What follows belongs to an exercise in optimizing a design on an open flow for small area; a production flow would make more cautious choices. In this exercise RTL edits were held to simulation tests only and were not proved equivalent to the original. The clock port is modelled as an ideal driver; clocking choices that lean on that would not hold on a real chip. Power is estimated from default activity; no workload was simulated.

==> flow/design.v <==
module sc_axi_slave # (
  parameter P_AD_W = 32,
  parameter P_DT_W = 32,
  parameter P_ID_W = 8
) (
  input S_AXI_ACLK,
  input S_AXI_ARESETN,
  input [P_ID_W-1:0] S_AXI_AWID,
  input [P_AD_W-1:0] S_AXI_AWADDR,
  input [7:0] S_AXI_AWLEN,
  input [2:0] S_AXI_AWSIZE,
  input [1:0] S_AXI_AWBURST,
  input S_AXI_AWLOCK,
  input [3:0] S_AXI_AWCACHE,
  input [2:0] S_AXI_AWPROT,
  input S_AXI_AWVALID,
  output reg S_AXI_AWREADY,
  input [P_DT_W-1:0] S_AXI_WDATA,
  input [P_DT_W/8-1:0] S_AXI_WSTRB,
  input S_AXI_WLAST,
  input S_AXI_WVALID,
  output reg S_AXI_WREADY,
  output reg [P_ID_W-1:0] S_AXI_BID,
  output [1:0] S_AXI_BRESP,
  output reg S_AXI_BVALID,
  input S_AXI_BREADY,
  input [P_ID_W-1:0] S_AXI_ARID,
  input [P_AD_W-1:0] S_AXI_ARADDR,
  input [7:0] S_AXI_ARLEN,
  input [2:0] S_AXI_ARSIZE,
  input [1:0] S_AXI_ARBURST,
  input S_AXI_ARLOCK,
  input [3:0] S_AXI_ARCACHE,
  input [2:0] S_AXI_ARPROT,
  input S_AXI_ARVALID,
  output reg S_AXI_ARREADY,
  output reg [P_ID_W-1:0] S_AXI_RID,
  output reg [P_DT_W-1:0] S_AXI_RDATA,
  output [1:0] S_AXI_RRESP,
  output reg S_AXI_RLAST,
  output reg S_AXI_RVALID,
  input S_AXI_RREADY,
  output reg REG_WEN,
  output reg [P_AD_W-1:0] REG_WADDR,
  output reg [P_DT_W/8-1:0] REG_WBTEN,
  output [P_DT_W-1:0] REG_WDATA,
  output reg REG_REN,
  output reg [P_AD_W-1:0] REG_RADDR,
  input [P_DT_W-1:0] REG_RDATA,
  input REG_WACCERR,
  input REG_RACCERR,
  input REG_RWAIT
);
localparam [2:0] M_HOLD = 3'd0,   
                 M_W2   = 3'd1,   
                 M_W4   = 3'd2,
                 M_W8   = 3'd3,
                 M_W16  = 3'd4,
                 M_INCR = 3'd5;   
function [2:0] f_mode;
  input [1:0] burst;
  input [7:0] len;
  begin
    if (burst == 2'b01)
      f_mode = M_INCR;
    else if (burst == 2'b10)
      case (len)
        8'h01:   f_mode = M_W2;
        8'h03:   f_mode = M_W4;
        8'h07:   f_mode = M_W8;
        8'h0F:   f_mode = M_W16;
        default: f_mode = M_INCR;
      endcase
    else
      f_mode = M_HOLD;
  end
endfunction
function [1:0] f_size;
  input [2:0] size;
  f_size = size[2] ? 2'd3 : size[1:0];
endfunction
function [3:0] f_bten;
  input [1:0] szc;
  input [1:0] a;
  case (szc)
    2'd0:    f_bten = 4'b0001 << a;
    2'd1:    f_bten = 4'b0011 << a;
    2'd2:    f_bten = 4'b1111 << a;
    default: f_bten = 4'b1111;
  endcase
endfunction
function [P_AD_W-1:0] f_step;
  input [2:0] mode;
  input [P_AD_W-1:0] a;
  reg [P_AD_W-3:0] lim;
  reg c;
  reg wrap;
  integer k;
  begin
    case (mode)
      M_W2:    begin lim = 1;  wrap = a[2];      end
      M_W4:    begin lim = 3;  wrap = &a[3:2];   end
      M_W8:    begin lim = 7;  wrap = &a[4:2];   end
      M_W16:   begin lim = 15; wrap = &a[5:2];   end
      M_INCR:  begin lim = {(P_AD_W-2){1'b1}}; wrap = 1'b0; end
      default: begin lim = 0;  wrap = 1'b0;      end
    endcase
    c = 1'b1;
    for (k = 0; k < P_AD_W-2; k = k + 1) begin
      f_step[k+2] = a[k+2] ^ (c & lim[k]);
      c = c & a[k+2];
    end
    f_step[1:0] = wrap ? 2'b00 : a[1:0];
  end
endfunction
function [7:0] f_dec8;
  input [7:0] v;
  reg b;
  integer k;
  begin
    b = 1'b1;
    for (k = 0; k < 8; k = k + 1) begin
      f_dec8[k] = v[k] ^ b;
      b = b & ~v[k];
    end
  end
endfunction
reg [2:0] r_rstn_retim;
reg r_rstn_pedge;
wire w_axi_awen;
wire w_axi_wen;
wire w_axi_ben;
reg [1:0] r_wch_status;
reg r_aw_lat_wflg;
reg r_aw_lat_vld0, r_aw_lat_vld1;   
reg [P_ID_W-1:0] r_awid_lat0, r_awid_lat1;
reg [P_AD_W-1:0] r_awaddr_lat0, r_awaddr_lat1;
reg [2:0] r_awmode_lat0, r_awmode_lat1;
reg [1:0] r_awsize_lat0, r_awsize_lat1;
reg r_aw_lat_full;
reg [P_DT_W-1:0] r_wdata_lat;
reg [P_DT_W/8-1:0] r_wstrb_lat;
reg r_aw_lat_rflg;
reg r_wstate;
reg [P_ID_W-1:0] r_wid;
reg [2:0] r_wmode;
reg r_bresp;
wire w_axi_aren;
wire w_axi_ren;
reg [P_ID_W-1:0] r_arid_lat;
reg [P_DT_W/8-1:0] r_reg_rbten;
reg [2:0] r_rmode;
reg [7:0] r_rrem;
reg r_wait_flg;
reg [3:0] r_wait_cnt;
reg [3:0] r_read_extend_cnt;
reg r_rresp;
assign S_AXI_BRESP = {r_bresp, 1'b0};
assign S_AXI_RRESP = {r_rresp, 1'b0};
assign REG_WDATA   = r_wdata_lat;
always @ (posedge S_AXI_ACLK or negedge S_AXI_ARESETN) begin
  if (!S_AXI_ARESETN) begin
    r_rstn_retim <= 0;
  end else begin
    r_rstn_retim <= {r_rstn_retim[1], r_rstn_retim[1] | r_rstn_retim[0], ~r_rstn_retim[2]};
  end
end
always @* r_rstn_pedge = r_rstn_retim[2] & r_rstn_retim[0];
assign w_axi_awen = S_AXI_AWVALID & S_AXI_AWREADY;
assign w_axi_wen  = S_AXI_WVALID  & S_AXI_WREADY;
assign w_axi_ben  = S_AXI_BVALID  & S_AXI_BREADY;
always @ (posedge S_AXI_ACLK or negedge S_AXI_ARESETN) begin
  if (!S_AXI_ARESETN) begin
    r_wch_status <= 2'b01;
  end else if (w_axi_awen & (w_axi_wen & S_AXI_WLAST)) begin
    r_wch_status <= r_wch_status;
  end else if (w_axi_awen) begin
    r_wch_status <= r_wch_status + 2'b01;
  end else if (w_axi_wen & S_AXI_WLAST) begin
    r_wch_status <= r_wch_status - 2'b01;
  end
end
always @ (posedge S_AXI_ACLK or negedge S_AXI_ARESETN) begin
  if (!S_AXI_ARESETN) begin
    S_AXI_AWREADY <= 0;
  end else if (r_rstn_pedge) begin
    S_AXI_AWREADY <= 1;
  end else if (w_axi_wen & S_AXI_WLAST) begin
    S_AXI_AWREADY <= 1;
  end else if (r_wch_status >= 2'b10 & w_axi_awen) begin
    S_AXI_AWREADY <= 0;
  end
end
always @ (posedge S_AXI_ACLK or negedge S_AXI_ARESETN) begin
  if (!S_AXI_ARESETN) begin
    S_AXI_WREADY <= 0;
  end else if (r_rstn_pedge) begin
    S_AXI_WREADY <= 1;
  end else if (w_axi_awen) begin
    S_AXI_WREADY <= 1;
  end else if (r_wch_status <= 2'b01 & w_axi_wen) begin
    S_AXI_WREADY <= 0;
  end
end
wire w_bset = ((w_axi_awen | r_wch_status >= 2'b10) & (w_axi_wen & S_AXI_WLAST)) |
              (w_axi_awen & r_wch_status == 2'b00);
always @ (posedge S_AXI_ACLK or negedge S_AXI_ARESETN) begin
  if (!S_AXI_ARESETN) begin
    S_AXI_BVALID <= 0;
  end else if (w_bset) begin
    S_AXI_BVALID <= 1;
  end else if (S_AXI_BREADY) begin
    S_AXI_BVALID <= 0;
  end
end
wire w_rd0 = ~r_aw_lat_rflg & r_aw_lat_vld0;
wire w_rd1 =  r_aw_lat_rflg & r_aw_lat_vld1;
wire [P_ID_W-1:0] w_lat_id   = ({P_ID_W{w_rd1}} & r_awid_lat1)   | ({P_ID_W{w_rd0}} & r_awid_lat0);
wire [P_AD_W-1:0] w_lat_addr = ({P_AD_W{w_rd1}} & r_awaddr_lat1) | ({P_AD_W{w_rd0}} & r_awaddr_lat0);
wire [2:0]        w_lat_mode = ({3{w_rd1}} & r_awmode_lat1) | ({3{w_rd0}} & r_awmode_lat0);
wire [1:0]        w_lat_size = ({2{w_rd1}} & r_awsize_lat1) | ({2{w_rd0}} & r_awsize_lat0);
wire [2:0] w_aw_mode = f_mode(S_AXI_AWBURST, S_AXI_AWLEN);
wire [1:0] w_aw_size = f_size(S_AXI_AWSIZE);
wire w_st2      = r_wch_status >= 2'b10;
wire w_bsel_wid = w_st2 & r_wstate;
wire w_bsel_l1  = w_st2 & ~r_wstate & w_rd1;
wire w_bsel_l0  = w_st2 & ~r_wstate & w_rd0;
wire w_bsel_aw  = ~w_st2;
always @ (posedge S_AXI_ACLK) begin
  if (w_bset) begin
    r_bresp <= REG_WACCERR;
    S_AXI_BID <= ({P_ID_W{w_bsel_wid}} & r_wid) | ({P_ID_W{w_bsel_l1}} & r_awid_lat1) |
                 ({P_ID_W{w_bsel_l0}} & r_awid_lat0) | ({P_ID_W{w_bsel_aw}} & S_AXI_AWID);
  end
end
wire w_lat_we = w_axi_awen & (r_wch_status >= 2'b10 |
                              (r_wch_status == 2'b01 & ~S_AXI_WVALID));
always @ (posedge S_AXI_ACLK or negedge S_AXI_ARESETN) begin
  if (!S_AXI_ARESETN) begin
    r_aw_lat_wflg <= 0;
    r_aw_lat_vld0 <= 0;
    r_aw_lat_vld1 <= 0;
  end else if (w_lat_we) begin
    r_aw_lat_wflg <= ~r_aw_lat_wflg;
    if (r_aw_lat_wflg)
      r_aw_lat_vld1 <= 1;
    else
      r_aw_lat_vld0 <= 1;
  end
end
always @ (posedge S_AXI_ACLK) begin
  if (w_lat_we) begin
    if (r_aw_lat_wflg) begin
      r_awid_lat1   <= S_AXI_AWID;
      r_awaddr_lat1 <= S_AXI_AWADDR;
      r_awmode_lat1 <= w_aw_mode;
      r_awsize_lat1 <= w_aw_size;
    end else begin
      r_awid_lat0   <= S_AXI_AWID;
      r_awaddr_lat0 <= S_AXI_AWADDR;
      r_awmode_lat0 <= w_aw_mode;
      r_awsize_lat0 <= w_aw_size;
    end
  end
end
always @ (posedge S_AXI_ACLK or negedge S_AXI_ARESETN) begin
  if (!S_AXI_ARESETN) begin
    r_aw_lat_full <= 0;
  end else if (r_aw_lat_wflg != r_aw_lat_rflg & w_axi_awen & ~S_AXI_WVALID) begin
    r_aw_lat_full <= 1;
  end else if (S_AXI_WVALID & ~w_axi_awen) begin
    r_aw_lat_full <= 0;
  end
end
always @ (posedge S_AXI_ACLK) begin
  if (w_axi_wen) begin
    r_wdata_lat <= S_AXI_WDATA;
    r_wstrb_lat <= S_AXI_WSTRB;
  end
end
wire w_lat_valid = r_aw_lat_wflg != r_aw_lat_rflg | r_aw_lat_full;
wire w_start_lat = w_axi_wen & w_lat_valid;
wire w_wstart    = w_start_lat | (w_axi_wen & w_axi_awen) |
                   (w_axi_awen & ~S_AXI_WREADY);
wire [P_AD_W-1:0] w_src_addr = w_start_lat ? w_lat_addr : S_AXI_AWADDR;
wire [2:0]        w_src_mode = w_start_lat ? w_lat_mode : w_aw_mode;
wire [1:0]        w_src_size = w_start_lat ? w_lat_size : w_aw_size;
wire [P_ID_W-1:0] w_src_id   = w_start_lat ? w_lat_id   : S_AXI_AWID;
wire [3:0]        w_src_strb = w_axi_wen ? S_AXI_WSTRB : r_wstrb_lat;
always @ (posedge S_AXI_ACLK or negedge S_AXI_ARESETN) begin
  if (!S_AXI_ARESETN) begin
    r_aw_lat_rflg <= 0;
    r_wstate      <= 0;
    REG_WEN       <= 0;
  end else if (~r_wstate) begin
    if (w_start_lat)
      r_aw_lat_rflg <= ~r_aw_lat_rflg;
    r_wstate <= w_wstart;
    REG_WEN  <= w_wstart;
  end else if (w_axi_ben) begin
    r_wstate <= 0;
    REG_WEN  <= 0;
  end else begin
    REG_WEN  <= w_axi_wen;
  end
end
always @ (posedge S_AXI_ACLK) begin
  if (~r_wstate) begin
    r_wid     <= w_src_id;
    r_wmode   <= w_src_mode;
    REG_WBTEN <= f_bten(w_src_size, w_src_addr[1:0]) &
                 (w_src_size == 2'd3 ? 4'b1111 : w_src_strb);
  end else begin
    REG_WBTEN <= w_axi_wen ? REG_WBTEN : 4'b0000;
  end
end
wire w_sa1 = ~r_wstate & w_start_lat & w_rd1;
wire w_sa0 = ~r_wstate & w_start_lat & w_rd0;
wire w_saw = ~r_wstate & ~w_start_lat;
wire w_sst =  r_wstate & w_axi_wen;
always @ (posedge S_AXI_ACLK) begin
  REG_WADDR <= ({P_AD_W{w_sa1}} & r_awaddr_lat1) | ({P_AD_W{w_sa0}} & r_awaddr_lat0) |
               ({P_AD_W{w_saw}} & S_AXI_AWADDR)  | ({P_AD_W{w_sst}} & f_step(r_wmode, REG_WADDR));
end
assign w_axi_aren = S_AXI_ARVALID & S_AXI_ARREADY;
assign w_axi_ren  = S_AXI_RVALID  & S_AXI_RREADY;
always @ (posedge S_AXI_ACLK or negedge S_AXI_ARESETN) begin
  if (!S_AXI_ARESETN) begin
    S_AXI_ARREADY <= 0;
  end else if (r_rstn_pedge) begin
    S_AXI_ARREADY <= 1;
  end else if (w_axi_ren & S_AXI_RLAST) begin
    S_AXI_ARREADY <= 1;
  end else if (w_axi_aren) begin
    S_AXI_ARREADY <= 0;
  end
end
wire w_rlast_beat = r_rrem == 8'h00;
always @ (posedge S_AXI_ACLK or negedge S_AXI_ARESETN) begin
  if (!S_AXI_ARESETN) begin
    REG_REN     <= 0;
    r_arid_lat  <= 0;
    r_reg_rbten <= 0;
  end else if (~REG_REN) begin
    if (w_axi_aren) begin
      REG_REN     <= 1;
      r_arid_lat  <= S_AXI_ARID;
      r_reg_rbten <= f_bten(f_size(S_AXI_ARSIZE), S_AXI_ARADDR[1:0]);
    end
  end else if (w_rlast_beat) begin
    REG_REN <= 0;
  end
end
always @ (posedge S_AXI_ACLK) begin
  if (~REG_REN) begin
    r_rmode   <= f_mode(S_AXI_ARBURST, S_AXI_ARLEN);
    r_rrem    <= S_AXI_ARLEN;
    REG_RADDR <= S_AXI_ARADDR;
  end else begin
    r_rrem    <= f_dec8(r_rrem);
    REG_RADDR <= f_step(r_rmode, REG_RADDR);
  end
end
wire w_ext_done = (r_wait_cnt != 4'd0) & (r_read_extend_cnt >= r_wait_cnt - 4'd1);
always @ (posedge S_AXI_ACLK or negedge S_AXI_ARESETN) begin
  if (!S_AXI_ARESETN) begin
    r_wait_flg <= 0;
    r_wait_cnt <= 0;
  end else if (REG_RWAIT) begin
    r_wait_flg <= 1;
    r_wait_cnt <= r_wait_cnt + 1;
  end else if (~REG_REN & w_ext_done) begin
    r_wait_flg <= 0;
    r_wait_cnt <= 0;
  end
end
always @ (posedge S_AXI_ACLK or negedge S_AXI_ARESETN) begin
  if (!S_AXI_ARESETN) begin
    r_read_extend_cnt <= 0;
  end else if (~REG_REN & r_wait_flg) begin
    if (~REG_RWAIT & w_ext_done)
      r_read_extend_cnt <= 0;
    else
      r_read_extend_cnt <= r_read_extend_cnt + 1;
  end else begin
    r_read_extend_cnt <= 0;
  end
end
always @ (posedge S_AXI_ACLK or negedge S_AXI_ARESETN) begin
  if (!S_AXI_ARESETN) begin
    S_AXI_RVALID <= 0;
  end else if (S_AXI_RREADY) begin
    S_AXI_RVALID <= (REG_REN | r_wait_flg) & ~REG_RWAIT;
  end
end
always @ (posedge S_AXI_ACLK) begin
  if (S_AXI_RREADY) begin
    S_AXI_RID   <= r_arid_lat;
    r_rresp     <= REG_RACCERR;
    S_AXI_RDATA <= REG_RDATA & {{8{r_reg_rbten[3]}}, {8{r_reg_rbten[2]}},
                                {8{r_reg_rbten[1]}}, {8{r_reg_rbten[0]}}};
    S_AXI_RLAST <= ~REG_RWAIT &
                   ((~r_wait_flg &  REG_REN & w_rlast_beat) |
                    ( r_wait_flg & ~REG_REN & w_ext_done));
  end
end
endmodule
==> flow/flow/run.sh <==
#!/bin/bash
# Standard ORFS layout (the standard.sh) with two changes:
#  - port buffers use the smallest buffer cell (sky130_fd_sc_hd__buf_1)
#  - clock tree: clkbuf_8 only, sink clusters of 20, no dummy loads
set -o pipefail
export BUFFER_PORTS_ARGS="-buffer_cell sky130_fd_sc_hd__buf_1"
export CTS_ARGS="-sink_clustering_enable -repair_clock_nets -dont_use_dummy_load -buf_list sky130_fd_sc_hd__clkbuf_8 -sink_clustering_size 20 -sink_clustering_max_diameter 50"
bash standard.sh > standard.log 2>&1
==> flow/standard.sh <==
#!/bin/bash
# synth_recipe.tcl (not shown) runs the flow's synth.tcl, then flattens the netlist and writes it again
# the make line also repeats each setting of config.mk as NAME=value (left out here)
make -C /OpenROAD-flow-scripts/flow DESIGN_CONFIG=/design/flow/config.mk WORK_HOME=/design/flow/orfs CLKGATE_MAP_FILE= SYNTH_SCRIPT=/design/flow/synth_recipe.tcl "${@:-finish}"
==> flow/config.mk <==
export PLATFORM = sky130hd
export DESIGN_NAME = sc_axi_slave
export DESIGN_NICKNAME = sc_axi_slave
export VERILOG_FILES = /design/flow/design.v
export SDC_FILE = /design/flow/constraint.sdc
export NUM_CORES = 4
export LEC_CHECK = 0
export CAP_MARGIN = 20
export CORE_MARGIN = 2
export CORE_UTILIZATION = 70
export SLEW_MARGIN = 20
==> flow/constraint.sdc <==
create_clock -name core_clock -period 5.0 [get_ports {S_AXI_ACLK}]
set_input_delay 1.0000 -clock core_clock [delete_from_list [all_inputs] [get_ports {S_AXI_ACLK}]]
set_output_delay 1.0000 -clock core_clock [all_outputs]
set_load 0.01 [all_outputs]
==> results of run 1 <==
-- registers in the layout, summed over array words and instances (netlist names), 32 cells and up --
signal / count
REG_WADDR: 32
r_wdata_lat: 32
REG_RADDR: 32
S_AXI_RDATA: 32
r_awaddr_lat0: 32
r_awaddr_lat1: 32
-- cells by family after synthesis --
logic type | synth area share, %
adders and majority gates | 2.21
xor gates and xnor gates | 5.07
other | 0.0301
and+or+nand+nor | 12.7
muxes | 1.68
AOI/OAI and AO/OA | 9.64
DFF | 66.3
buffers and inverters | 2.36
-- metal layers --
| layer | vias up | routed length [um] | track usage, % |
|---|---|---|---|
| met5 | - | 0 | 0 |
| met4 | 0 | 454 | 7.62 |
| met3 | 36 | 2150 | 5.63 |
| met2 | 361 | 13800 | 48.7 |
| met1 | 4197 | 9960 | 32.4 |
| li1 | 4253 | - | - |
-- metrics by stage --
stage | instances | instance area, um2
2_1_floorplan | 992 | 12400
3_3_place_gp | 1526 | 13900
3_5_place_dp | 1526 | 13900
4_1_cts | 1551 | 14300
5_1_grt | 1551 | 14300
6_report | 1551 | 14300
-- area by class of cell --
type	instances	area [um2]	area share, %
flip-flops and latches	306	8260	57.8
clock buffers	25	344	2.41
multi-input cells	613	3930	27.5
inverters	31	116	0.815
repair buffers	351	1350	9.48
well taps	225	282	1.97
-- how the worst min path moves through the flow --
stage,depth (start not counted),startpoint,to
2_1_floorplan,0,r_rstn_retim[1],r_rstn_retim[2]
3_3_place_gp,0,r_rstn_retim[1],r_rstn_retim[2]
3_5_place_dp,0,r_rstn_retim[1],r_rstn_retim[2]
4_1_cts,1,r_rstn_retim[2],r_rstn_retim[0]
5_1_grt,1,r_rstn_retim[2],r_rstn_retim[0]
6_report,1,r_rstn_retim[2],r_rstn_retim[0]
-- where the power goes --
part / internal, mW / switching [mW]
sequential: 3.41 / 0.486
clock: 0.447 / 0.721
combinational: 0.847 / 1.30
-- worst register-to-register path, cell delays in order, from the launching register on --
cell and delay, ns:
sky130_fd_sc_hd__dfrtp_1 0.65, sky130_fd_sc_hd__clkinv_1 0.82, sky130_fd_sc_hd__and2_1 0.41, sky130_fd_sc_hd__buf_4 0.25, sky130_fd_sc_hd__a22o_1 0.28, sky130_fd_sc_hd__a21oi_1 0.14
sky130_fd_sc_hd__o21ai_1 0.09
-- synthesized netlist by cell type (all sizes together) (2+ instances only) --
cell type  number
o22ai           2
edfxtp        193
buf            11
a22oi           7
o311ai          3
xnor2          23
o31ai           3
a31oi           2
and3            7
a21o            4
nand2          85
nor4b           2
xor2           49
a221o           5
a22o            7
a21boi          2
mux2i           4
o211ai          3
a222oi         22
or2             6
nor2b          12
nor4            4
and4            8
nor3b           5
nand3          34
mux2           15
dfrtp          38
ha             22
nor3            8
a221oi          5
or2b            2
nor2           67
inv            30
dfxtp          74
o21ai          63
and2           43
clkbuf         31
nand2b          9
nand4          12
a21oi          58
==> impl_metrics.toml, run 1 <==
[synthesis]
synth_sequential_area_ratio_pct = 66.3
synth_enable_flop_cells = 193
synthDominantCellAreaShare_pct = 46.6
synthArstFlopShare_pct = 12.7
netlist-cell-type-count = 57
ys_ff_latch = 306
post_synth_main_area_contributors = "sky130_fd_sc_hd__edfxtp_1 47%, sky130_fd_sc_hd__dfxtp_1 12%, sky130_fd_sc_hd__dfrtp_1 7.6%, sky130_fd_sc_hd__xor2_1 3.4%, sky130_fd_sc_hd__nand2_1 2.6%"
avgSynthCellArea_um2 = 12.6
yosys_most_used_dff = "sky130_fd_sc_hd__edfxtp_1"
yosys_warnings = 1
synthDominantAreaCellType = "sky130_fd_sc_hd__edfxtp_1"
post_synth_inst_count = 991
synth.cell_area_um2 = 12400

[timing]
finClkSkew_ns = 0.0611
rsz0062_at_grt = "false"
fmax_mhz = 362
fin_worst_hold_slack_ns = 0.388
worst-slew-pin-transition_ns = 1.09
summed_negative_setup_slack_over_all_endpoints_ns = 0
final-setup-viol-count = 0
timing.final.max_slew_violations = 0
headroom_to_the_max_slew_limit_pct = 27.4
fin_crit_ns = 2.76
min_period_over_period_pct = 55.2
report.final.hold_viol_count = 0
post-route-worst-setup-slack_ns = 2.24

[die]
initial_cell_density_of_the_core_pct = 71.7
die_width_um = 137
die_y_um = 137
core-area_um2 = 17400
rows = 48
ioPinCount = 361
dieArea_um2 = 18900

[global_routing]
track_usage_pct = 26.8
antenna_found_initial = 0
globalRoute.totalOverflow = 0
grt_first_pass_wirelength_mm = 40.1
vias_in_the_first_global_route = 8643
maximum_number_of_pins_on_one_net_before_global_route_repair = 75

[setup_path]
crit_path_cell_trace = "clkinv_1 -> and2_1 -> buf_4 -> a22o_1 -> a21oi_1 -> o21ai_1"
crit_cells = 6
cp-startpoint = "r_wstate"
cp-start-kind = "flop"
critical_path.max_stage_delay_ns = 0.82
crit_path_end_kind = "flop"
required_time_of_the_critical_path_ns = 5.44
regToRegStartpoint = "r_wstate"
path_buf_inv = 2
arrival_ns = 3.20
worstSetupPathType = "reg2reg"
r2r_cells = 6
worstReg2RegEnd = "REG_WADDR[27]"
crit_path_end = "REG_WADDR[27]"
critical-path-top-delay-family = "buffers and inverters"
path_max_fanout = 30
worst_path_max_delay_cell = "sky130_fd_sc_hd__clkinv_1"
r2r_setup_slack_ns = 2.24

[cells_and_area]
layout.cells.most_common = "sky130_fd_sc_hd__buf_1"
layout.cells.most_common_list = "340 x sky130_fd_sc_hd__buf_1, 193 x sky130_fd_sc_hd__edfxtp_1, 85 x sky130_fd_sc_hd__nand2_1"
area_overhead_of_the_layout_relative_to_synthesis_pct = 14.7
n_antenna_cell = 0
final.fill_count = 1060
final_util_pct = 82.3
finish.net_count = 1551
drive_gt1_share_pct = 5.28

[detailed_routing]
antenna_left = 0
detail_route.drc_violations = 0
vias = 8847
routed_wire_length_per_instance_um = 17.0
post_drt_via_cell_ratio = 5.70
drt_iter0_markers = 707
routed_wl_mm = 26.3
drtPass1Iterations = 6

[status]
outcome = "complete, no violations"

[placed_design]
place_worst_setup_slack_ns = 1.79
io_buffer_count = 342
post-dp-hpwl_mm = 18.5
gp_congestion = 0.806

[clocking]
clkLatencyLatePin_ns = 0.56
cts_max_level = 1
cts.sinks = 306
clk_pin_slew_worst_paths_ns = 0.11
cts_post_setup_buffers_inserted = 0
clock_tree.buffer_depth = 3
cts_hold_buf = 0
clock_tree.root_cell = "sky130_fd_sc_hd__clkbuf_8"
gates_resized_cts_repair = 0
tritoncts = "done"
cts-buffers-inserted = 25

[pwr]
p_leak_nw = 5.12
pwr_density_cell_nw_per_um2 = 505
ir_drop_uv = 389
p_total_mw = 7.21

[run]
cap_viol_max_count = 0

[worst_hold_path]
min_path_type = "reg2reg"
==> run 2: changes to the inputs <==
==> flow/flow/run.sh (replaced) <==
#!/bin/bash
# Layout flow: the standard synthesis and ORFS layout (standard.sh), with
#  - the combinational logic of the synthesized netlist re-mapped by ABC for area
#    (registers untouched; the result is proven equivalent, else the standard
#    netlist is kept)
#  - port buffers made of the smallest buffer cell (sky130_fd_sc_hd__buf_1)
#  - clock tree of clkbuf_8 with sink clusters of 20, no dummy loads
# Each tool's output goes to a log file of its own in this folder.
set -uo pipefail
W=$PWD
F=$W/flow
R=$W/orfs/results/sky130hd/sc_axi_slave/base
LIB=$FLOW_HOME/platforms/sky130hd/lib/sky130_fd_sc_hd__tt_025C_1v80.lib
YOSYS=$FLOW_HOME/../tools/install/yosys/bin/yosys
command -v "$YOSYS" >/dev/null 2>&1 || YOSYS=yosys
DONTUSE=$(grep -A100 "DONT_USE_CELLS" $FLOW_HOME/platforms/sky130hd/config.mk | grep -o "sky130_fd_sc_hd__[a-z0-9_]*" | sed 's/^/-dont_use /' | tr '\n' ' ')

export BUFFER_PORTS_ARGS="-buffer_cell sky130_fd_sc_hd__buf_1"
export CTS_ARGS="-sink_clustering_enable -repair_clock_nets -dont_use_dummy_load -buf_list sky130_fd_sc_hd__clkbuf_8 -sink_clustering_size 20 -sink_clustering_max_diameter 50"

bash standard.sh synth > standard_synth.log 2>&1 || exit 1

cp $R/1_2_yosys.v $W/standard_netlist.v
sed -e "s#LIBFILE#$LIB#g" -e "s#IN_V#$W/standard_netlist.v#" -e "s#OUT_V#$W/reabc_netlist.v#" \
    -e "s#DONTUSE#$DONTUSE#" -e "s#ABCSCRIPT#$F/area.abc#" $F/reabc.ys > $W/reabc.ys
sed -e "s#LIBFILE#$LIB#g" -e "s#IN_V#$W/standard_netlist.v#" -e "s#OUT_V#$W/reabc_netlist.v#" \
    $F/eq.ys > $W/eq.ys
if "$YOSYS" -l $W/reabc.log -q $W/reabc.ys > /dev/null 2>&1 && \
   "$YOSYS" -l $W/eq.log -q $W/eq.ys > /dev/null 2>&1; then
  echo "re-mapped netlist proven equivalent; using it" > $W/reabc_status.log
  cp $W/reabc_netlist.v $R/1_2_yosys.v
  rm -f $R/1_synth.odb $R/1_synth.sdc
else
  echo "re-mapping failed or not proven; keeping the standard netlist" > $W/reabc_status.log
fi

bash standard.sh > standard.log 2>&1
==> flow/flow/area.abc (new file) <==
&get -n
&st
&deepsyn -T 60
&dch
&nf -R 1000 -p
&put
==> flow/flow/eq.ys (new file) <==
# Prove the re-mapped netlist equals the standard one (registers paired by name).
read_liberty -ignore_miss_func LIBFILE
setattr -mod -set keep_hierarchy 1 sky130_fd_sc_hd__df* sky130_fd_sc_hd__edf* sky130_fd_sc_hd__conb*
read_verilog IN_V
rename sc_axi_slave gold
read_verilog OUT_V
rename sc_axi_slave gate
flatten gold gate
equiv_make gold gate eq
hierarchy -top eq
equiv_simple
equiv_status -assert
==> flow/flow/reabc.ys (new file) <==
# Re-map the combinational logic of the standard synthesis netlist for area.
# Registers and tie cells are kept as they are (same instances, names and cells).
read_liberty -ignore_miss_func LIBFILE
read_verilog IN_V
hierarchy -top sc_axi_slave
setattr -mod -set keep_hierarchy 1 sky130_fd_sc_hd__df* sky130_fd_sc_hd__edf* sky130_fd_sc_hd__conb*
flatten
rename -hide w:*.*
opt_clean -purge
abc -liberty LIBFILE DONTUSE -script ABCSCRIPT
opt_clean -purge
hilomap -singleton -hicell sky130_fd_sc_hd__conb_1 HI -locell sky130_fd_sc_hd__conb_1 LO
splitnets
opt_clean -purge
insbuf -buf sky130_fd_sc_hd__buf_4 A X
opt_clean -purge
select sc_axi_slave
write_verilog -noattr -nohex -nodec -selected OUT_V
==> run 2 against run 1 <==
Power increased by 1.8%. Synthesized cell count down 9.8%. Register-to-register slack worse by 1.8 ns. Critical endpoint is now REG_WADDR[31]. Final cell count fell by 3.6%. Worst setup slack lost 1.8 ns. Clock skew fell by 0.020 ns. Via count is 3.0% lower. Still clean. Highest routed layer unchanged.
==> impl_metrics.toml, run 2 <==
[status]
outcome = "complete, no violations"

[clocking]
clk_pin_slew_worst_paths_ns = 0.12
cts.sinks = 306
clock_tree.buffer_depth = 3
cts-buffers-inserted = 22
cts_max_level = 1
clock_tree.root_cell = "sky130_fd_sc_hd__clkbuf_8"
tritoncts = "done"
cts_hold_buf = 0
clkLatencyLatePin_ns = 0.55

[pwr]
switching_share_pct = 35.3
total_switching_power_mw = 2.59
comb_power_share_pct = 29.7
pwr_density_cell_nw_per_um2 = 534
seqPwrFrac_pct = 55.2
p_int_mw = 4.75
p_clk_share_pct = 15.1
ir_drop_uv = 417
p_leak_nw = 4.86
p_total_mw = 7.34

[cells_and_area]
finish.net_count = 1476
drive_gt1_share_pct = 4.56
final.fill_count = 966
layout.cells.most_common = "sky130_fd_sc_hd__buf_1"
area_overhead_of_the_layout_relative_to_synthesis_pct = 17.3
layout.cells.most_common_list = "340 x sky130_fd_sc_hd__buf_1, 193 x sky130_fd_sc_hd__edfxtp_1, 88 x sky130_fd_sc_hd__nand2_1"

[detailed_routing]
routed_wire_length_per_instance_um = 17.9
routed_wl_mm = 26.8
antenna_left = 0
vias = 8585
drtPass1Iterations = 7
drt_iter0_markers = 611
post_drt_via_cell_ratio = 5.74
detail_route.drc_violations = 0

[placed_design]
gp_congestion = 0.820
io_buffer_count = 342
post-dp-hpwl_mm = 18.7

[die]
initial_cell_density_of_the_core_pct = 71.1
rows = 47
core-area_um2 = 16500
dieArea_um2 = 17800
ioPinCount = 361
die_width_um = 133
die_y_um = 133

[global_routing]
vias_in_the_first_global_route = 8363
antenna_found_initial = 1
track_usage_pct = 29.4
maximum_number_of_pins_on_one_net_before_global_route_repair = 53
grt_first_pass_wirelength_mm = 41.5
globalRoute.totalOverflow = 0

[setup_path]
crit_path_end_kind = "flop"
cp-start-kind = "flop"
worstSetupPathType = "reg2reg"
arrival_ns = 5.04
required_time_of_the_critical_path_ns = 5.43
path_max_fanout = 6

[timing]
fmax_mhz = 217
worst-slew-pin-transition_ns = 1.07
final-setup-viol-count = 0
timing.final.max_slew_violations = 0
finClkSkew_ns = 0.0408
headroom_to_the_max_slew_limit_pct = 28.3
min_period_over_period_pct = 92.2
fin_crit_ns = 4.61
report.final.hold_viol_count = 0
summed_negative_setup_slack_over_all_endpoints_ns = 0
fin_worst_hold_slack_ns = 0.381

[run]
cap_viol_max_count = 0

[synthesis]
avgSynthCellArea_um2 = 13.1
yosys_warnings = 1
post_synth_inst_count = 894
synth.cell_area_um2 = 11700

[worst_hold_path]
min_path_type = "reg2reg"
-- run 2: per-layer routing --
layer,vias to the layer above,wire length (um),global-route usage (%)
met3,47,2500,7.72
met4,0,697,9.10
met1,4078,10000,36.2
met5,-,0,0
met2,379,13600,51.6
li1,4081,-,-
-- run 2: cell type report --
class / count / area, um2 / area share (%)
tap: 220 / 275 / 2.00
clock buffer: 22 / 303 / 2.20
multi-input combinational: 566 / 3400 / 24.8
antenna: 2 / 5.00 / 0.0364
inverter: 18 / 67.6 / 0.492
timing repair buffer: 361 / 1430 / 10.4
sequential: 306 / 8250 / 60.1
-- run 2: metrics by stage --
| step | setup slack, ns | utilization (%) | cells | instance area [um2] |
|---|---|---|---|---|
| 2_1_floorplan | 0.200 | - | 895 | 11700 |
| 3_3_place_gp | 0.202 | 81.1 | 1466 | 13400 |
| 3_5_place_dp | 0.0403 | 81.1 | 1466 | 13400 |
| 4_1_cts | 0.0784 | 83.0 | 1490 | 13700 |
| 5_1_grt | -0.0732 | 83.4 | 1494 | 13700 |
| 6_report | 0.391 | 83.4 | 1495 | 13700 |
-- run 2: worst paths after layout --
path / depth (start not counted) / slack, ns / endpoint / start
min: 0 / 0.38 / r_rstn_retim[2] / r_rstn_retim[1]
max in group asynchronous: 1 / 3.85 / r_reg_rbten[2] / S_AXI_ARESETN
max reg2reg: 20 / 0.39 / REG_WADDR[31] / r_wmode[1]
min reg2reg: 0 / 0.38 / r_rstn_retim[2] / r_rstn_retim[1]
max: 20 / 0.39 / REG_WADDR[31] / r_wmode[1]
min in group asynchronous: 1 / 0.55 / r_aw_lat_full / S_AXI_ARESETN
-- run 2: worst max-delay path: stages, from the launching register on --
cell and delay (ns):
sky130_fd_sc_hd__edfxtp_1 0.47, sky130_fd_sc_hd__xor2_2 0.22, sky130_fd_sc_hd__and3_1 0.20, sky130_fd_sc_hd__nand3_1 0.09, sky130_fd_sc_hd__nor2_1 0.18, sky130_fd_sc_hd__and3_1 0.27, sky130_fd_sc_hd__and3_1 0.25, sky130_fd_sc_hd__and3_2 0.26
sky130_fd_sc_hd__and4_1 0.30, sky130_fd_sc_hd__nand3_1 0.17, sky130_fd_sc_hd__nor2b_2 0.19, sky130_fd_sc_hd__and3_1 0.26, sky130_fd_sc_hd__nand3_1 0.17, sky130_fd_sc_hd__nor2b_2 0.20, sky130_fd_sc_hd__and4_2 0.31, sky130_fd_sc_hd__and4_1 0.26
sky130_fd_sc_hd__and2_1 0.20, sky130_fd_sc_hd__and3_1 0.22, sky130_fd_sc_hd__a21oi_1 0.08, sky130_fd_sc_hd__o21ai_0 0.09, sky130_fd_sc_hd__nand3_1 0.10
-- run 2: power groups by stage --
stage	logic (mW)	registers, mW	clock network, mW
after global placement	2.06	4.04	0
final	2.18	4.05	1.11
after detailed placement	2.15	4.08	0
after CTS	2.17	4.03	1.12
after floorplan	1.14	4.22	0
after global routing	2.41	4.13	1.22
-- run 2: what timing repair did --
| item | 4_1_cts | 5_1_grt |
|---|---|---|
| hold endpoints to repair | 0 | 0 |
| gates resized for setup | 0 | 13 |
| buffers inserted | 2 | 3 |
| pin swaps | 0 | 0 |
| setup endpoints to repair | 1 | 10 |
==> run 3: changes to the inputs <==
--- a/flow/flow/run.sh
+++ b/flow/flow/run.sh
@@ -4,7 +4,9 @@
 #    (registers untouched; the result is proven equivalent, else the standard
 #    netlist is kept)
 #  - port buffers made of the smallest buffer cell (sky130_fd_sc_hd__buf_1)
-#  - clock tree of clkbuf_8 with sink clusters of 20, no dummy loads
+#  - clock tree of clkbuf_8 with sink clusters of 20, no dummy loads; leaf
+#    buffers whose flip-flop clock pins see a slew over 100 ps are then
+#    upsized to clkbuf_16 (flow/upsize.tcl)
 # Each tool's output goes to a log file of its own in this folder.
 set -uo pipefail
 W=$PWD
@@ -34,4 +36,7 @@
   echo "re-mapping failed or not proven; keeping the standard netlist" > $W/reabc_status.log
 fi
 
+bash standard.sh cts > standard_cts.log 2>&1 || exit 1
+RDIR=$R CLK_SLEW_LIMIT=0.10 openroad -no_init -exit $F/upsize.tcl > $W/upsize.log 2>&1 || exit 1
+
 bash standard.sh > standard.log 2>&1
==> flow/flow/upsize.tcl (new file) <==
# Upsize clock-tree leaf buffers whose flip-flop clock pins see a slow slew.
set R $::env(RDIR)
read_db $R/4_cts.odb
read_liberty $::env(FLOW_HOME)/platforms/sky130hd/lib/sky130_fd_sc_hd__tt_025C_1v80.lib
read_sdc $R/4_cts.sdc
source $::env(FLOW_HOME)/platforms/sky130hd/setRC.tcl
set_propagated_clock [all_clocks]
estimate_parasitics -placement
set lim $::env(CLK_SLEW_LIMIT)
set big [[ord::get_db] findMaster sky130_fd_sc_hd__clkbuf_16]
set done {}
foreach p [get_pins -of_objects [all_registers] -filter "name==CLK"] {
  set s 0
  foreach k {slew_max_rise slew_max_fall} { set v [get_property $p $k]; if {$v > $s} {set s $v} }
  if {$s > $lim} {
    set net [get_nets -of_objects $p]
    foreach d [get_pins -of_objects $net -filter "direction==output"] {
      set inst [get_property $d full_name]
      set iname [get_property [get_cells -of_objects $d] full_name]
      if {[lsearch $done $iname] < 0} {
        set oi [[ord::get_db_block] findInst $iname]
        set m [[$oi getMaster] getName]
        puts "upsize $iname $m (clock pin slew [format %.3f $s])"
        if {[string match sky130_fd_sc_hd__clkbuf_* $m]} { $oi swapMaster $big }
        lappend done $iname
      }
    }
  }
}
puts "upsized [llength $done] buffers"
detailed_placement
check_placement
estimate_parasitics -placement
set worst 0
foreach p [get_pins -of_objects [all_registers] -filter "name==CLK"] {
  foreach k {slew_max_rise slew_max_fall} { set v [get_property $p $k]; if {$v > $worst} {set worst $v} }
}
puts "worst clock pin slew after upsizing: $worst"
write_db $R/4_cts.odb
==> run 3 against run 2 <==
Highest routed layer unchanged. Clock-buffer cell count unchanged. Largest power group unchanged. Still clean on timing, DRC and antenna. Critical path depth unchanged. Sequential power about the same.
==> impl_metrics.toml, run 3 <==
[status]
outcome = "complete, no violations"

[setup_path]
worstReg2RegEnd = "REG_WADDR[31]"
required_time_of_the_critical_path_ns = 5.44
r2r_setup_slack_ns = 0.36
cp-start-kind = "flop"
crit_path_end_kind = "flop"
worstSetupPathType = "reg2reg"
arrival_ns = 5.08
r2r_cells = 20
regToRegStartpoint = "r_wmode[1]"
path_max_fanout = 6

[cells_and_area]
design_area_um2 = 13800
final_util_pct = 84.0
finish.net_count = 1476
layoutNonFillerInstCount = 1494
layout.cells.most_common_list = "340 x sky130_fd_sc_hd__buf_1, 193 x sky130_fd_sc_hd__edfxtp_1, 88 x sky130_fd_sc_hd__nand2_1"
final.fill_count = 946
drive_gt1_share_pct = 4.56
layout.cells.most_common = "sky130_fd_sc_hd__buf_1"
area_overhead_of_the_layout_relative_to_synthesis_pct = 18.2

[detailed_routing]
routed_wl_mm = 27.1
drt_iter0_markers = 626
detail_route.drc_violations = 0
routed_wire_length_per_instance_um = 18.1
antenna_left = 0
post_drt_via_cell_ratio = 5.81
drtPass1Iterations = 8
vias = 8684

[timing]
headroom_to_the_max_slew_limit_pct = 26.3
post-route-worst-setup-slack_ns = 0.361
final-setup-viol-count = 0
min_period_over_period_pct = 92.8
worst-slew-pin-transition_ns = 1.11
report.final.hold_viol_count = 0
finClkSkew_ns = 0.0460
summed_negative_setup_slack_over_all_endpoints_ns = 0
fin_worst_hold_slack_ns = 0.374
fmax_mhz = 216
fin_crit_ns = 4.64
timing.final.max_slew_violations = 0

[clocking]
cts.sinks = 306
clkLatencyLatePin_ns = 0.57
cts_max_level = 1
tritoncts = "done"
clock_tree.buffer_depth = 3
clock_tree.root_cell = "sky130_fd_sc_hd__clkbuf_8"
cts-buffers-inserted = 22
clk_pin_slew_worst_paths_ns = 0.08
cts_hold_buf = 0

[global_routing]
vias_in_the_first_global_route = 8367
antenna_found_initial = 0
grt_first_pass_wirelength_mm = 41.8
maximum_number_of_pins_on_one_net_before_global_route_repair = 53
globalRoute.totalOverflow = 0
track_usage_pct = 29.6

[synthesis]
yosys_warnings = 1
avgSynthCellArea_um2 = 13.1
post_synth_inst_count = 894
synth.cell_area_um2 = 11700

[worst_hold_path]
min_path_type = "reg2reg"
hold_path_startpoint = "r_rstn_retim[1]"
min_to = "r_rstn_retim[2]"
cell_depth_of_the_worst_min_delay_path = 0

[pwr]
ir_drop_uv = 423
p_total_mw = 7.52
p_leak_nw = 4.91
pwr_density_cell_nw_per_um2 = 544

[die]
initial_cell_density_of_the_core_pct = 71.1
die_y_um = 133
core-area_um2 = 16500
dieArea_um2 = 17800
rows = 47
ioPinCount = 361
die_width_um = 133

[run]
cap_viol_max_count = 0

[placed_design]
placedCellCount = 1466
post-dp-hpwl_mm = 18.7
place_worst_setup_slack_ns = 0.0403
io_buffer_count = 342
postPlaceCellArea_um2 = 13400
gp_congestion = 0.820
==> run 3: worst max-delay path, stage by stage (launching register included) <==
cell	delay, ns
sky130_fd_sc_hd__edfxtp_1	0.45
sky130_fd_sc_hd__xor2_2	0.22
sky130_fd_sc_hd__and3_1	0.20
sky130_fd_sc_hd__nand3_1	0.09
sky130_fd_sc_hd__nor2_1	0.18
sky130_fd_sc_hd__and3_1	0.27
sky130_fd_sc_hd__and3_1	0.26
sky130_fd_sc_hd__and3_2	0.27
sky130_fd_sc_hd__and4_1	0.30
sky130_fd_sc_hd__nand3_1	0.17
sky130_fd_sc_hd__nor2b_2	0.20
sky130_fd_sc_hd__and3_1	0.26
sky130_fd_sc_hd__nand3_1	0.17
sky130_fd_sc_hd__nor2b_2	0.20
sky130_fd_sc_hd__and4_2	0.31
sky130_fd_sc_hd__and4_1	0.26
sky130_fd_sc_hd__and2_1	0.22
sky130_fd_sc_hd__and3_1	0.22
sky130_fd_sc_hd__a21oi_1	0.08
sky130_fd_sc_hd__o21ai_0	0.09
sky130_fd_sc_hd__nand3_1	0.10
==> run 3: repair_timing <==
item                                    4_1_cts  5_1_grt
setup buffers                                 2        3
endpoints found under the setup margin        1        9
gates resized for setup                       0       13
==> run 3: per-layer routing <==
layer	vias up	routed length, um	global-route usage [%]
li1	4081	-	-
met1	4102	9990	36.2
met2	456	13800	52.2
met3	45	2660	7.80
met4	0	655	8.69
met5	-	0	0
==> run 3: worst max-delay path by stage <==
stage                 start             to  cells after the start
2_1_floorplan  S_AXI_WVALID   REG_WBTEN[3]                     11
3_3_place_gp     r_rmode[1]  REG_RADDR[31]                     24
3_5_place_dp     r_rmode[1]  REG_RADDR[31]                     24
4_1_cts          r_rmode[2]  REG_RADDR[31]                     24
5_1_grt          r_rmode[2]  REG_RADDR[31]                     24
6_report         r_wmode[1]  REG_WADDR[31]                     20
==> run 3: report_power, final <==
group | leakage [nW] | switching, mW | internal, mW
Combinational | 1.79 | 1.36 | 0.827
Sequential | 2.92 | 0.528 | 3.53
Clock | 0.204 | 0.733 | 0.550
Total | 4.91 | 2.62 | 4.90
==> run 3: final cells by class <==
cell class / instances / area [um2] / area share, %
diodes: 1 / 2.50 / 0.0181
multi-input cells: 566 / 3400 / 24.6
well taps: 220 / 275 / 1.99
repair buffers: 361 / 1430 / 10.3
inverters: 18 / 67.6 / 0.488
clock buffers: 22 / 404 / 2.92
flip-flops and latches: 306 / 8250 / 59.7
==> run 4: changes to the inputs <==
--- a/flow/config.mk
+++ b/flow/config.mk
@@ -5,7 +5,7 @@
 export SDC_FILE = /design/flow/constraint.sdc
 export NUM_CORES = 4
 export LEC_CHECK = 0
-export CAP_MARGIN = 20
+export CAP_MARGIN = 5
 export CORE_MARGIN = 2
 export CORE_UTILIZATION = 70
-export SLEW_MARGIN = 20
+export SLEW_MARGIN = 5
==> run 4 against run 3 <==
Synthesized cell count unchanged. Worst setup slack about the same. Sequential power about the same. Clock-buffer cell count is the same. Routed wire length about the same. Fmax is the same. Critical endpoint unchanged. Largest power group unchanged.
==> impl_metrics.toml, run 4 <==
[setup_path]
crit_path_end_kind = "flop"
path_max_fanout = 6
arrival_ns = 5.08
required_time_of_the_critical_path_ns = 5.44
worstSetupPathType = "reg2reg"
cp-start-kind = "flop"

[cells_and_area]
layout.cells.most_common = "sky130_fd_sc_hd__buf_1"
layout.cells.most_common_list = "340 x sky130_fd_sc_hd__buf_1, 193 x sky130_fd_sc_hd__edfxtp_1, 88 x sky130_fd_sc_hd__nand2_1"
finish.net_count = 1476
footprint_of_the_multi_input_gates_um2 = 3400
drive_gt1_share_pct = 4.56
seqCellArea_um2 = 8250
final.fill_count = 946
area_overhead_of_the_layout_relative_to_synthesis_pct = 18.2
layoutNonFillerInstCount = 1494

[global_routing]
globalRoute.totalOverflow = 0
met2_usage_pct = 52.2
groute.layer.met1.usage_pct = 36.2
antenna_found_initial = 0
busiest_metal_layer_after_global_routing = "met2"
track_usage_pct = 29.6
vias_in_the_first_global_route = 8367
grt_first_pass_wirelength_mm = 41.8
maximum_number_of_pins_on_one_net_before_global_route_repair = 53
met3_usage_pct = 7.80

[die]
ioPinCount = 361
initial_cell_density_of_the_core_pct = 71.1
dieArea_um2 = 17800
die_y_um = 133
rows = 47
die_width_um = 133
core-area_um2 = 16500

[synthesis]
avgSynthCellArea_um2 = 13.1
post_synth_inst_count = 894
yosys_warnings = 1
synth.cell_area_um2 = 11700

[clocking]
clk_pin_slew_worst_paths_ns = 0.08
clock_tree.root_cell = "sky130_fd_sc_hd__clkbuf_8"
cts_max_level = 1
clock_tree.buffer_depth = 3
cts.sinks = 306
cts_hold_buf = 0
clkLatencyLatePin_ns = 0.57
cts-buffers-inserted = 22
tritoncts = "done"

[pwr]
p_leak_nw = 4.91
pwr_density_cell_nw_per_um2 = 544
ir_drop_uv = 423

[status]
outcome = "complete, no violations"

[timing]
fin_crit_ns = 4.64
min_period_over_period_pct = 92.8
headroom_to_the_max_slew_limit_pct = 26.3
timing.final.max_slew_violations = 0
report.final.hold_viol_count = 0
finClkSkew_ns = 0.0460
worst-slew-pin-transition_ns = 1.11
final-setup-viol-count = 0
fin_worst_hold_slack_ns = 0.374
fmax_mhz = 216

[detailed_routing]
routed_wl_mm = 27.1
drtPass1Iterations = 8
post_drt_via_cell_ratio = 5.82
antenna_left = 0
drt_iter0_markers = 626
vias = 8702
detail_route.drc_violations = 0
routed_wire_length_per_instance_um = 18.1

[placed_design]
post-dp-hpwl_mm = 18.7
io_buffer_count = 342
placedCellCount = 1466
gp_congestion = 0.820

[run]
cap_viol_max_count = 0

[worst_hold_path]
min_path_type = "reg2reg"
-- run 4: metrics by stage --
| stage | TNS, ns | setup slack [ns] | cell area [um2] | util (%) | power [mW] |
|---|---|---|---|---|---|
| finish | 0 | 0.361 | 13800 | 84.0 | 7.52 |
| global placement | 0 | 0.202 | 13400 | 81.1 | 6.09 |
| floorplan | 0 | 0.200 | 11700 | - | 5.36 |
| global route | -0.0733 | -0.0733 | 13800 | 84.0 | 7.94 |
| detailed placement | 0 | 0.0403 | 13400 | 81.1 | 6.22 |
| CTS | 0 | 0.0784 | 13700 | 83.0 | 7.33 |
-- run 4: area by class of cell --
| type | count | area share, % |
|---|---|---|
| Antenna cell | 1 | 0.0181 |
| Clock buffer | 22 | 2.92 |
| Inverter | 18 | 0.488 |
| Multi-Input combinational cell | 566 | 24.6 |
| Sequential cell | 306 | 59.7 |
| Tap cell | 220 | 1.99 |
| Timing Repair Buffer | 361 | 10.3 |
-- run 4: timing repair --
item	CTS	global route
endpoints found under the setup margin	1	9
pin swaps	0	0
resized for setup	0	13
setup buffers	2	3
-- run 4: final timing paths --
check,cells after the start,slack [ns],start,endpoint
hold / removal,0,0.37,r_rstn_retim[1],r_rstn_retim[2]
setup / recovery,20,0.36,r_wmode[1],REG_WADDR[31]
hold reg to reg,0,0.37,r_rstn_retim[1],r_rstn_retim[2]
max in group asynchronous,1,3.77,S_AXI_ARESETN,r_reg_rbten[2]
setup reg to reg,20,0.36,r_wmode[1],REG_WADDR[31]
min in group asynchronous,1,0.58,S_AXI_ARESETN,r_aw_lat_vld0
-- run 4: report_power, final --
| part | switching, mW | leakage, nW | total [mW] | internal (mW) |
|---|---|---|---|---|
| logic | 1.36 | 1.79 | 2.19 | 0.827 |
| clock network | 0.733 | 0.204 | 1.28 | 0.550 |
| registers | 0.528 | 2.92 | 4.05 | 3.53 |
-- run 4: critical path: stages (launching register included) --
cell and delay [ns]:
sky130_fd_sc_hd__edfxtp_1 0.45, sky130_fd_sc_hd__xor2_2 0.22, sky130_fd_sc_hd__and3_1 0.20, sky130_fd_sc_hd__nand3_1 0.09, sky130_fd_sc_hd__nor2_1 0.18, sky130_fd_sc_hd__and3_1 0.27, sky130_fd_sc_hd__and3_1 0.26, sky130_fd_sc_hd__and3_2 0.27
sky130_fd_sc_hd__and4_1 0.30, sky130_fd_sc_hd__nand3_1 0.17, sky130_fd_sc_hd__nor2b_2 0.20, sky130_fd_sc_hd__and3_1 0.26, sky130_fd_sc_hd__nand3_1 0.17, sky130_fd_sc_hd__nor2b_2 0.20, sky130_fd_sc_hd__and4_2 0.31, sky130_fd_sc_hd__and4_1 0.26
sky130_fd_sc_hd__and2_1 0.22, sky130_fd_sc_hd__and3_1 0.22, sky130_fd_sc_hd__a21oi_1 0.08, sky130_fd_sc_hd__o21ai_0 0.09, sky130_fd_sc_hd__nand3_1 0.10
-- run 4: metal layers --
layer  routed length [um]  part of all wire [%]
met1                 9970                    37
met2                13800                    51
met3                 2650                   9.8
met4                  669                   2.5
met5                    0                     0
==> run 5: changes to the inputs <==
--- a/flow/flow/run.sh
+++ b/flow/flow/run.sh
@@ -4,9 +4,9 @@
 #    (registers untouched; the result is proven equivalent, else the standard
 #    netlist is kept)
 #  - port buffers made of the smallest buffer cell (sky130_fd_sc_hd__buf_1)
-#  - clock tree of clkbuf_8 with sink clusters of 20, no dummy loads; leaf
-#    buffers whose flip-flop clock pins see a slew over 100 ps are then
-#    upsized to clkbuf_16 (flow/upsize.tcl)
+#  - clock tree of clkbuf_4 with sink clusters of 16, no dummy loads; buffers
+#    whose flip-flop clock pins see a slew over 100 ps are then upsized
+#    (clkbuf_4 -> 8 -> 16, flow/upsize.tcl)
 # Each tool's output goes to a log file of its own in this folder.
 set -uo pipefail
 W=$PWD
@@ -18,7 +18,7 @@
 DONTUSE=$(grep -A100 "DONT_USE_CELLS" $FLOW_HOME/platforms/sky130hd/config.mk | grep -o "sky130_fd_sc_hd__[a-z0-9_]*" | sed 's/^/-dont_use /' | tr '\n' ' ')
 
 export BUFFER_PORTS_ARGS="-buffer_cell sky130_fd_sc_hd__buf_1"
-export CTS_ARGS="-sink_clustering_enable -repair_clock_nets -dont_use_dummy_load -buf_list sky130_fd_sc_hd__clkbuf_8 -sink_clustering_size 20 -sink_clustering_max_diameter 50"
+export CTS_ARGS="-sink_clustering_enable -repair_clock_nets -dont_use_dummy_load -buf_list sky130_fd_sc_hd__clkbuf_4 -sink_clustering_size 16 -sink_clustering_max_diameter 50"
 
 bash standard.sh synth > standard_synth.log 2>&1 || exit 1
 
==> flow/flow/upsize.tcl (replaced) <==
# Upsize clock-tree buffers that drive flip-flop clock pins with a slow slew:
# clkbuf_4 -> clkbuf_8 -> clkbuf_16, re-timing after each pass.
set R $::env(RDIR)
read_db $R/4_cts.odb
read_liberty $::env(FLOW_HOME)/platforms/sky130hd/lib/sky130_fd_sc_hd__tt_025C_1v80.lib
read_sdc $R/4_cts.sdc
source $::env(FLOW_HOME)/platforms/sky130hd/setRC.tcl
set_propagated_clock [all_clocks]
set lim $::env(CLK_SLEW_LIMIT)
array set next {sky130_fd_sc_hd__clkbuf_2 sky130_fd_sc_hd__clkbuf_4
                sky130_fd_sc_hd__clkbuf_4 sky130_fd_sc_hd__clkbuf_8
                sky130_fd_sc_hd__clkbuf_8 sky130_fd_sc_hd__clkbuf_16}
proc worst_clk_slew {} {
  set worst 0
  foreach p [get_pins -of_objects [all_registers] -filter "name==CLK"] {
    foreach k {slew_max_rise slew_max_fall} { set v [get_property $p $k]; if {$v > $worst} {set worst $v} }
  }
  return $worst
}
set n 0
for {set pass 0} {$pass < 3} {incr pass} {
  estimate_parasitics -placement
  set todo {}
  foreach p [get_pins -of_objects [all_registers] -filter "name==CLK"] {
    set s 0
    foreach k {slew_max_rise slew_max_fall} { set v [get_property $p $k]; if {$v > $s} {set s $v} }
    if {$s > $lim} {
      foreach d [get_pins -of_objects [get_nets -of_objects $p] -filter "direction==output"] {
        set iname [get_property [get_cells -of_objects $d] full_name]
        if {[lsearch $todo $iname] < 0} { lappend todo $iname }
      }
    }
  }
  if {[llength $todo] == 0} break
  foreach iname $todo {
    set oi [[ord::get_db_block] findInst $iname]
    set m [[$oi getMaster] getName]
    if {[info exists next($m)]} {
      puts "pass $pass: upsize $iname $m -> $next($m)"
      $oi swapMaster [[ord::get_db] findMaster $next($m)]
      incr n
    }
  }
}
puts "upsized $n buffers"
detailed_placement
check_placement
estimate_parasitics -placement
puts "worst clock pin slew after upsizing: [worst_clk_slew]"
write_db $R/4_cts.odb
--- a/flow/config.mk
+++ b/flow/config.mk
@@ -5,7 +5,7 @@
 export SDC_FILE = /design/flow/constraint.sdc
 export NUM_CORES = 4
 export LEC_CHECK = 0
-export CAP_MARGIN = 5
+export CAP_MARGIN = 20
 export CORE_MARGIN = 2
 export CORE_UTILIZATION = 70
-export SLEW_MARGIN = 5
+export SLEW_MARGIN = 20
==> run 5 against run 4 <==
Clock skew is 0.026 ns higher. Synthesized cell count stayed put. Final cell count is 0.33% higher. Final area is 0.54% lower. Non-clock buffer count stayed put. Worst setup slack better by 0.037 ns. First-iteration DRC count is 4.0% higher. Global-route usage is 0.73 points lower. Critical path depth stayed put.
==> impl_metrics.toml, run 5 <==
[status]
outcome = "complete, no violations"

[clocking]
clock_tree.buffer_depth = 3
cts_hold_buf = 0
cts-buffers-inserted = 25
clkLatencyLatePin_ns = 0.71
tritoncts = "done"
cts.sinks = 306
cts_max_level = 1
clk_pin_slew_worst_paths_ns = 0.09
clock_tree.root_cell = "sky130_fd_sc_hd__clkbuf_4"

[die]
dieArea_um2 = 17800
die_width_um = 133
initial_cell_density_of_the_core_pct = 71.1
core-area_um2 = 16500
ioPinCount = 361
rows = 47
die_y_um = 133

[detailed_routing]
post_drt_via_cell_ratio = 5.72
drt_iter0_markers = 651
detail_route.drc_violations = 0
vias = 8571
routed_wire_length_per_instance_um = 17.6
drtPass1Iterations = 5
routed_wl_mm = 26.3
antenna_left = 0

[global_routing]
grt_first_pass_wirelength_mm = 40.8
globalRoute.totalOverflow = 0
maximum_number_of_pins_on_one_net_before_global_route_repair = 53
vias_in_the_first_global_route = 8284
antenna_found_initial = 3
track_usage_pct = 28.9

[timing]
min_period_over_period_pct = 92.0
fmax_mhz = 217
worst-slew-pin-transition_ns = 1.06
report.final.hold_viol_count = 0
final-setup-viol-count = 0
fin_crit_ns = 4.60
fin_worst_hold_slack_ns = 0.373
timing.final.max_slew_violations = 0
finClkSkew_ns = 0.0717
headroom_to_the_max_slew_limit_pct = 29.3

[setup_path]
arrival_ns = 5.19
path_buf_inv = 0
required_time_of_the_critical_path_ns = 5.59
crit_path_end_kind = "flop"
dominant_cell_type_by_count_on_the_critical_path = "sky130_fd_sc_hd__and3_1"
critical_path.max_stage_delay_ns = 0.45
crit_path_cell_trace = "xor2_2 -> and3_1 -> nand3_1 -> nor2_1 -> and3_1 -> and3_1 -> and3_2 -> and4_1 -> nand3_1 -> nor2b_2 -> and3_1 -> nand3_1 -> nor2b_2 -> and4_2 -> and4_1 -> and2_1 -> and3_1 -> a21oi_1 -> o21ai_0 -> nand3_1"
critical-path-top-delay-family = "simple AND/OR/NAND/NOR gates"
cp-start-kind = "flop"
path_max_fanout = 6
worst_path_max_delay_cell = "sky130_fd_sc_hd__edfxtp_1"
worstSetupPathType = "reg2reg"

[pwr]
pwr_density_cell_nw_per_um2 = 534
p_int_mw = 4.77
seqPwrFrac_pct = 55.0
ir_drop_uv = 406
comb_power_share_pct = 29.6
total_switching_power_mw = 2.58
p_clk_share_pct = 15.4
switching_share_pct = 35.1
p_leak_nw = 4.88

[placed_design]
postPlaceCellArea_um2 = 13400
gp_congestion = 0.820
io_buffer_count = 342
post-dp-hpwl_mm = 18.7
placedCellCount = 1466

[cells_and_area]
seqCellArea_um2 = 8250
layoutNonFillerInstCount = 1499
final.fill_count = 969
design_area_um2 = 13800
finish.net_count = 1479
drive_gt1_share_pct = 4.78
layout.cells.most_common_list = "340 x sky130_fd_sc_hd__buf_1, 193 x sky130_fd_sc_hd__edfxtp_1, 88 x sky130_fd_sc_hd__nand2_1"
layout.cells.most_common = "sky130_fd_sc_hd__buf_1"
footprint_of_the_multi_input_gates_um2 = 3400
area_overhead_of_the_layout_relative_to_synthesis_pct = 17.5

[synthesis]
post_synth_inst_count = 894
yosys_warnings = 1
synth.cell_area_um2 = 11700
avgSynthCellArea_um2 = 13.1

[run]
cap_viol_max_count = 0

[worst_hold_path]
min_path_type = "reg2reg"
run 5: final timing paths:
| check | startpoint | to | slack [ns] | depth (start not counted) |
|---|---|---|---|---|
| max in group asynchronous | S_AXI_ARESETN | r_reg_rbten[2] | 3.89 | 1 |
| max | r_wmode[1] | REG_WADDR[31] | 0.40 | 20 |
| min in group asynchronous | S_AXI_ARESETN | r_aw_lat_vld0 | 0.44 | 1 |
| min | r_rstn_retim[1] | r_rstn_retim[2] | 0.37 | 0 |
| min reg2reg | r_rstn_retim[1] | r_rstn_retim[2] | 0.37 | 0 |
| max reg2reg | r_wmode[1] | REG_WADDR[31] | 0.40 | 20 |
run 5: metrics by stage:
step	utilization [%]	setup TNS (ns)	total power, mW	setup slack [ns]
global route	83.5	-0.0568	7.77	-0.0568
global placement	81.1	0	6.09	0.202
detailed placement	81.1	0	6.22	0.0403
finish	83.5	0	7.35	0.398
floorplan	-	0	5.36	0.200
CTS	82.3	0	7.12	0.0903
run 5: timing repair:
item	in CTS	in global routing
resized for setup	0	13
buffers inserted	2	3
endpoints found under the setup margin	1	10
run 5: metal layers:
metal | vias to the layer above | global-route usage [%] | share of wire (%)
li1 | 4091 | - | -
met1 | 4025 | 35.4 | 37
met2 | 399 | 50.6 | 51
met3 | 56 | 6.85 | 9.1
met4 | 0 | 10.3 | 3.0
met5 | - | 0 | 0
run 5: final cells by class:
class | instances | area share [%]
sequential | 306 | 60.0
multi-input combinational | 566 | 24.7
timing repair buffer | 361 | 10.4
clock buffer | 25 | 2.36
tap | 220 | 2.00
inverter | 18 | 0.491
antenna | 3 | 0.0546
run 5: worst reg2reg max path, delay by kind of cell, from the launching register on:
| family | cells | cell delay (ns) |
|---|---|---|
| compound gates | 2 | 0.17 |
| simple gates | 17 | 3.67 |
| flops | 1 | 0.45 |
| xor+xnor | 1 | 0.22 |
run 5: power by group through the flow:
stage	logic [mW]	clock network, mW	registers, mW
global placement	2.06	0	4.04
finish	2.17	1.13	4.04
detailed placement	2.15	0	4.08
global route	2.40	1.24	4.12
floorplan	1.14	0	4.22
CTS	2.16	0.935	4.02
==> run 6: changes to the inputs <==
--- a/flow/config.mk
+++ b/flow/config.mk
@@ -7,5 +7,5 @@
 export LEC_CHECK = 0
 export CAP_MARGIN = 20
 export CORE_MARGIN = 2
-export CORE_UTILIZATION = 70
+export CORE_UTILIZATION = 85
 export SLEW_MARGIN = 20
==> run 6 against run 5 <==
The flow now stops in global placement. Synthesized area unchanged. Synthesized cell count unchanged.
==> impl_metrics.toml, run 6 <==
[synthesis]
synth.cell_area_um2 = 11700
avgSynthCellArea_um2 = 13.1
yosys_warnings = 1
post_synth_inst_count = 894

[die]
rows = 42
ioPinCount = 361
initial_cell_density_of_the_core_pct = 87.7
die_y_um = 121
die_width_um = 121

[status]
first-error = "[ERROR GPL-0301] Utilization 102.607 % exceeds 100%."
outcome = "did not finish"
last-stage-reached = "global placement"

[placed_design]
io_buffer_count = 342

-- re-timing with driven ports --
In the flow no input, the clock included, has a driving cell. The finished layouts below were timed again as built, in two steps. Step 1, drivers: a clkbuf_16 drives S_AXI_ACLK and a buf_2 each remaining input, both assumed. Step 2, shift: input delay + t, output delay - t, t = (earliest + latest rising clock arrival at the registers) / 2. This alone moves slack from input paths to output paths. Slacks: ideal / step 1 / step 2; pairs: ideal / step 1.
run | shift t [ns] | setup slack, ns | worst register clock-pin slew, ns
run 1 | 0.575 | 2.239 / 2.239 / 1.726 | 0.11 / 0.11
run 2 | 0.562 | 0.391 / 0.391 / 0.391 | 0.12 / 0.12
run 3 | 0.580 | 0.361 / 0.361 / 0.361 | 0.10 / 0.10
run 4 | 0.581 | 0.361 / 0.361 / 0.361 | 0.10 / 0.10
run 5 | 0.708 | 0.398 / 0.398 / 0.398 | 0.10 / 0.10
After both steps every run listed still meets setup and hold. For run 1, which loses most, drivers alone change the setup slack by 0.000 ns; drivers and shift together by -0.513 ns.
